This design comes from an exercise in tuning for small area on the open sky130 flow, not from production work. Where RTL was checked, it was by simulation tests only, not by an equivalence proof against the original. Power figures rest on the tool's default switching activity, not on a simulated workload.

## sync_shfifo
module sync_shfifo #(
    parameter FIFO_WIDTH = 32,
    parameter FIFO_ADDR  = 5,
    parameter FIFO_DEPTH = 1 << FIFO_ADDR,
    parameter FIFO_AE_THRESHOLD = 1,
    parameter FIFO_AF_THRESHOLD = FIFO_DEPTH -1)
(
    input                           clk,
    input                           rst_n,
    input                           fifo_wen,
    input      [FIFO_WIDTH-1 :0]    fifo_wdat,
    input                           fifo_ren,
    output     [FIFO_WIDTH-1 :0]    fifo_rdat,
    output                          fifo_empty,
    output                          fifo_full,
    output                          fifo_aempty,
    output                          fifo_afull,
    output     [FIFO_ADDR :0]       fifo_wcnt,
    output reg [FIFO_ADDR :0]       fifo_rcnt,
    output reg                      fifo_wr_full_err,
    output reg                      fifo_rd_empty_err
);
Size in the first run: roughly 1600 cells after synthesis.
==> module sync_shfifo, before the edit <==
module sync_shfifo #(
    parameter FIFO_WIDTH = 32,
    parameter FIFO_ADDR  = 5,
    parameter FIFO_DEPTH = 1 << FIFO_ADDR,
    parameter FIFO_AE_THRESHOLD = 1,
    parameter FIFO_AF_THRESHOLD = FIFO_DEPTH -1)
(
    input                           clk,
    input                           rst_n,
    input                           fifo_wen,
    input      [FIFO_WIDTH-1 :0]    fifo_wdat,
    input                           fifo_ren,
    output     [FIFO_WIDTH-1 :0]    fifo_rdat,
    output                          fifo_empty,
    output                          fifo_full,
    output                          fifo_aempty,
    output                          fifo_afull,
    output     [FIFO_ADDR :0]       fifo_wcnt,
    output reg [FIFO_ADDR :0]       fifo_rcnt,
    output reg                      fifo_wr_full_err,
    output reg                      fifo_rd_empty_err
);
reg  [FIFO_WIDTH-1 :0]   fifo_data[FIFO_DEPTH-1 :0];
wire wr_acc = fifo_wen & ~fifo_full;
wire rd_acc = fifo_ren & ~fifo_empty;
integer i;
always @(posedge clk)
begin
    if (wr_acc) begin
        fifo_data[0] <= fifo_wdat;
        for (i = 1; i < FIFO_DEPTH; i = i + 1)
            fifo_data[i] <= fifo_data[i-1];
    end
end
wire [3:0]              rd_lo;
wire [8:0]              rd_hi;
wire [FIFO_DEPTH-1 :0]  rd_sel;
genvar gk, gb;
generate
    for (gk = 0; gk < 4; gk = gk + 1) begin : g_lo
        assign rd_lo[gk] = fifo_rcnt[1:0] == gk;
    end
    for (gk = 0; gk < 9; gk = gk + 1) begin : g_hi
        assign rd_hi[gk] = fifo_rcnt[FIFO_ADDR:2] == gk;
    end
    for (gk = 0; gk < FIFO_DEPTH; gk = gk + 1) begin : g_dec
        sync_shfifo_and2 u_rd (.a(rd_hi[(gk+1)/4]), .b(rd_lo[(gk+1)%4]), .y(rd_sel[gk]));
    end
endgenerate
generate
    for (gb = 0; gb < FIFO_WIDTH; gb = gb + 1) begin : g_rd
        wire [FIFO_DEPTH-1 :0] col;
        for (gk = 0; gk < FIFO_DEPTH; gk = gk + 1) begin : g_col
            assign col[gk] = fifo_data[gk][gb];
        end
        sync_shfifo_rdbit u_rd (.d(col), .sel(rd_sel), .q(fifo_rdat[gb]));
    end
endgenerate
always @(posedge clk or negedge rst_n)
begin
    if(~rst_n)
        fifo_rcnt <= 'b0;
    else if(wr_acc & ~rd_acc)
        fifo_rcnt <= fifo_rcnt + 'b1;
    else if(rd_acc & ~wr_acc)
        fifo_rcnt <= fifo_rcnt - 'b1;
end
assign fifo_wcnt   = FIFO_DEPTH - fifo_rcnt;
assign fifo_full   = fifo_rcnt[FIFO_ADDR];
assign fifo_empty  = fifo_rcnt == 'b0;
assign fifo_aempty = fifo_rcnt <= FIFO_AE_THRESHOLD;
assign fifo_afull  = fifo_rcnt >= FIFO_AF_THRESHOLD;
always @(posedge clk or negedge rst_n) begin
    if(~rst_n)
        fifo_wr_full_err <= 'b0;
    else if(fifo_full & fifo_wen)
        fifo_wr_full_err <= 'b1;
end
always @(posedge clk or negedge rst_n) begin
    if(~rst_n)
        fifo_rd_empty_err <= 'b0;
    else if(fifo_empty & fifo_ren)
        fifo_rd_empty_err <= 'b1;
end
endmodule
export LEC_CHECK = 0
export CAP_MARGIN = 10
export CORE_MARGIN = 2
export CORE_UTILIZATION = 55
export CTS_BUF_LIST = sky130_fd_sc_hd__clkbuf_8
export CTS_CLUSTER_DIAMETER = 60
export CTS_CLUSTER_SIZE = 16
export SLEW_MARGIN = 10
export SYNTH_HIERARCHICAL = 1
create_clock -name core_clock -period 7.0 [get_ports {clk}]
standard.sh (not shown) runs the stock make flow with config.mk's settings and CLKGATE_MAP_FILE= SYNTH_SCRIPT=/design/flow/synth_recipe.tcl, a recipe that flattens the netlist after the stock synthesis.
==> flow/flow/run.sh <==
#!/bin/bash
# Standard ORFS layout (the standard.sh, standard synthesis unchanged);
# the only change: port buffers are sky130_fd_sc_hd__buf_1 (repair_design
# then sizes up or buffers the ones with large loads).
set -uo pipefail
export BUFFER_PORTS_ARGS="-buffer_cell sky130_fd_sc_hd__buf_1"
bash standard.sh > standard.log 2>&1
rc=$?
mkdir -p orfs_logs
cp -r orfs/logs/. orfs_logs/ 2>/dev/null || true
exit $rc
Edit:
--- a/flow/design.v
+++ b/flow/design.v
@@ -23,19 +23,26 @@
 reg  [FIFO_WIDTH-1 :0]   fifo_data[FIFO_DEPTH-1 :0];
 wire wr_acc = fifo_wen & ~fifo_full;
 wire rd_acc = fifo_ren & ~fifo_empty;
+wire                    wr_ok = ~fifo_full;
+wire [FIFO_WIDTH-1 :0]  wr_col;
 integer i;
-always @(posedge clk)
-begin
-    if (wr_acc) begin
-        fifo_data[0] <= fifo_wdat;
-        for (i = 1; i < FIFO_DEPTH; i = i + 1)
-            fifo_data[i] <= fifo_data[i-1];
+genvar gk, gb;
+generate
+    for (gb = 0; gb < FIFO_WIDTH; gb = gb + 1) begin : g_wr
+        sync_shfifo_and2 u_we (.a(fifo_wen), .b(wr_ok), .y(wr_col[gb]));
+        always @(posedge clk)
+        begin
+            if (wr_col[gb]) begin
+                fifo_data[0][gb] <= fifo_wdat[gb];
+                for (i = 1; i < FIFO_DEPTH; i = i + 1)
+                    fifo_data[i][gb] <= fifo_data[i-1][gb];
+            end
+        end
     end
-end
+endgenerate
 wire [3:0]              rd_lo;
 wire [8:0]              rd_hi;
 wire [FIFO_DEPTH-1 :0]  rd_sel;
-genvar gk, gb;
 generate
     for (gk = 0; gk < 4; gk = gk + 1) begin : g_lo
         assign rd_lo[gk] = fifo_rcnt[1:0] == gk;
Outcome:
- power went down by 3.2%
- synthesized area grows by 0.58%
- cell count rose by 2.1%
- synthesized cell count rises by 2.2%
- clock power rises by about 3%
- routed wire length increases by 1.8%
- register-to-register slack improved by 0.37 ns
- first-iteration DRC count increases by 1.7%
- worst hold slack hardly moves
- setup slack gets better by 0.25 ns
- non-clock buffer count went up by 8
- sequential share of layout area falls by 0.65 points
- count of clock-buffer cells in the layout stays the same
The RTL of the second run of this note was laid out without a check of its function.

==> what the ideal ports hide <==
Ports are ideal in the flow. The routed layouts listed here were re-timed in OpenROAD.
Step 1: set_driving_cell puts a clkbuf_16 on clk and a buf_2 on each other input, an assumption about the parent block.
Step 2, shift: input delay + t, output delay - t, t = (earliest + latest rising clock arrival at the registers) / 2. This alone moves slack from input paths to output paths.
Three values: no drivers, after step 1, after step 2; two values: the first two.
run | t (ns) | slack for setup (ns) | worst setup path after step 2
the first run | 0.748 | 1.547 / 1.486 / 2.234 | register to output
the second run | 0.748 | 1.797 / 1.735 / 2.484 | register to output
After both steps setup and hold are still met in every run listed.
